Background: an optimization exercise with open tools, aiming at small area, a short achievable clock period and few clock cycles per item. Do not read the settings as production practice. The RTL was checked by simulation tests, not by an equivalence proof against the original design.

run 1:
Design multdiv, start of the top module:
module multdiv(data_operandA, data_operandB, ctrl_MULT, ctrl_DIV, clock, reset,
               data_result, data_exception, data_resultRDY);
Size: about 1600 cells after synthesis, ~130 flip-flops, ~100 I/O pins, roughly 0.012 mm^2 of cells after synthesis.
export LEC_CHECK = 0
export CAP_MARGIN = 20
export CORE_MARGIN = 2
export CORE_UTILIZATION = 40
export CTS_BUF_LIST = sky130_fd_sc_hd__clkbuf_4 sky130_fd_sc_hd__clkbuf_8
export CTS_CLUSTER_SIZE = 24
export SETUP_SLACK_MARGIN = 2.6
export SLEW_MARGIN = 20
create_clock -name core_clock -period 6.0 [get_ports {clock}]
standard.sh (not shown) runs the stock make flow with config.mk's settings and CLKGATE_MAP_FILE= SYNTH_SCRIPT=/design/flow/synth_recipe.tcl, a recipe that flattens the netlist after the stock synthesis.
==> flow/flow/run.sh <==
#!/bin/bash
# Standard layout, with the ports buffered by a small plain buffer instead
# of the delay cell buffer_ports picks by default.
set -euo pipefail
bash standard.sh "BUFFER_PORTS_ARGS=-buffer_cell sky130_fd_sc_hd__buf_2" finish > standard.log 2>&1
Testbench counts of run 1, summed over its fixed seeds: cycles 28,877, ops 3,200.
Inputs modified between run 1 and run 2:
# run 1
export LEC_CHECK = 0
export CAP_MARGIN = 20
export CORE_MARGIN = 2
export CORE_UTILIZATION = 40
export CTS_BUF_LIST = sky130_fd_sc_hd__clkbuf_4 sky130_fd_sc_hd__clkbuf_8
export CTS_CLUSTER_SIZE = 24
export SETUP_SLACK_MARGIN = 2.6
export SLEW_MARGIN = 20
create_clock -name core_clock -period 6.0 [get_ports {clock}]
# run 2
export LEC_CHECK = 0
export CAP_MARGIN = 20
export CORE_MARGIN = 2
export CORE_UTILIZATION = 40
export SETUP_SLACK_MARGIN = 2.6
export SLEW_MARGIN = 20
create_clock -name core_clock -period 6.0 [get_ports {clock}]
==> flow/run.sh (new file) <==
#!/bin/bash
# synth_recipe.tcl (not shown) runs the flow's synth.tcl, then flattens the netlist and writes it again
# the make line also repeats each setting of config.mk as NAME=value (left out here)
make -C /OpenROAD-flow-scripts/flow DESIGN_CONFIG=/design/flow/config.mk WORK_HOME=/design/flow/orfs CLKGATE_MAP_FILE= SYNTH_SCRIPT=/design/flow/synth_recipe.tcl finish
removed: flow/flow/run.sh
removed: flow/standard.sh
Notes after the runs:
- Run 2 completed every stage of the flow, and the final layout passed the timing, DRC and antenna checks.
- [compare] base=run 1 new=run 2: share of the cycle needed by the critical path after routing +0.68 points; final critical-path setup slack shows a reduction of 0.041 ns; number of search-and-repair iterations in the first detailed-routing pass shrank by 4; fraction of cell area in non-clock buffers increased 3.9 points; final standard cell count with taps included and fillers excluded climbed 0.60%.
- Run 1 has a higher number of post-CTS setup repair buffers than run 2.
- The standard cell with the maximum stage delay on the critical path comes out sky130_fd_sc_hd__dfxtp_4 in one run and sky130_fd_sc_hd__edfxtp_1 in the other, namely in run 2 and run 1 respectively.
Modified inputs, run 3 compared to run 2
# run 2
export LEC_CHECK = 0
export CAP_MARGIN = 20
export CORE_MARGIN = 2
export CORE_UTILIZATION = 40
export SETUP_SLACK_MARGIN = 2.6
export SLEW_MARGIN = 20
create_clock -name core_clock -period 6.0 [get_ports {clock}]
# run 3
export LEC_CHECK = 0
export CAP_MARGIN = 20
export CORE_MARGIN = 2
export CORE_UTILIZATION = 40
export CTS_BUF_LIST = sky130_fd_sc_hd__clkbuf_4 sky130_fd_sc_hd__clkbuf_8
export CTS_CLUSTER_SIZE = 24
export SETUP_SLACK_MARGIN = 2.3
export SLEW_MARGIN = 20
create_clock -name core_clock -period 6.0 [get_ports {clock}]
==> flow/flow/run.sh (new file) <==
#!/bin/bash
# Standard layout, with the ports buffered by a small plain buffer instead
# of the delay cell buffer_ports picks by default.
set -euo pipefail
bash standard.sh "BUFFER_PORTS_ARGS=-buffer_cell sky130_fd_sc_hd__buf_2" finish > standard.log 2>&1
==> flow/standard.sh (new file) <==
#!/bin/bash
# synth_recipe.tcl (not shown) runs the flow's synth.tcl, then flattens the netlist and writes it again
# the make line also repeats each setting of config.mk as NAME=value (left out here)
make -C /OpenROAD-flow-scripts/flow DESIGN_CONFIG=/design/flow/config.mk WORK_HOME=/design/flow/orfs CLKGATE_MAP_FILE= SYNTH_SCRIPT=/design/flow/synth_recipe.tcl "${@:-finish}"
removed: flow/run.sh
Findings:
- Run 2 → run 3: core utilization fell by 5.0 points, clock-buffer cell count rose by 3, cell area reported after detailed placement fell by 530 um^2.
- Looking at most common library cell in the layout ignoring fill and taps, the sky130_fd_sc_hd__nor2_1 result is from run 2; the sky130_fd_sc_hd__a21oi_1 one comes from run 3.
Changes in run 4 relative to run 3:
# run 3
export LEC_CHECK = 0
export CAP_MARGIN = 20
export CORE_MARGIN = 2
export CORE_UTILIZATION = 40
export CTS_BUF_LIST = sky130_fd_sc_hd__clkbuf_4 sky130_fd_sc_hd__clkbuf_8
export CTS_CLUSTER_SIZE = 24
export SETUP_SLACK_MARGIN = 2.3
export SLEW_MARGIN = 20
create_clock -name core_clock -period 6.0 [get_ports {clock}]
# run 4
export LEC_CHECK = 0
export CAP_MARGIN = 20
export CORE_MARGIN = 2
export CORE_UTILIZATION = 40
export CTS_BUF_LIST = sky130_fd_sc_hd__clkbuf_4 sky130_fd_sc_hd__clkbuf_8
export CTS_CLUSTER_SIZE = 24
export SETUP_SLACK_MARGIN = 2.9
export SLEW_MARGIN = 20
create_clock -name core_clock -period 6.0 [get_ports {clock}]
### Flow results
Between run 3 and run 4, detailed-placement wirelength estimate is lower for run 4, run 3 comes in above that. Per the comparison of run 4 with run 3, area overhead of the layout relative to synthesis higher, portion of the layout cell area used by clock cells saw a decrease, area occupied by multi-input gates saw an increase. Last element of the critical path: y[26] -> run 4, s_2y -> run 3. From run 3 to run 4 the numbers moved as follows: placed instance count has remained practically unchanged; count of cell instances traversed by the critical path went up 2; final cell count up 5.1%; count of clock-buffer cells in the layout saw a decrease.

## what the ideal ports hide
Ports are ideal in the flow. The routed layouts listed here were re-timed in OpenROAD. Step 1 sets driving cells, clkbuf_16 on the clock port and buf_2 on the other inputs (assumed; they add their load-dependent delay and slew). Step 2 also shifts input and output timing later by t, the mid clock arrival at the registers, as if the neighbouring blocks saw the same clock. Three values: ideal ports, drivers, drivers and shift; two values: the first two.
run	t (ns)	slack for setup (ns)	worst setup path after step 2
run 1	0.520	2.558 / 2.558 / 2.227	input to register
run 2	0.478	2.517 / 2.517 / 2.266	input to register
run 3	0.499	2.439 / 2.439 / 1.996	input to register
run 4	0.518	2.687 / 2.687 / 2.438	input to register
After both steps setup and hold are still met in every run listed. The setup slack of run 3, which loses most, moves by 0.000 ns with the drivers and by -0.443 ns with both steps.
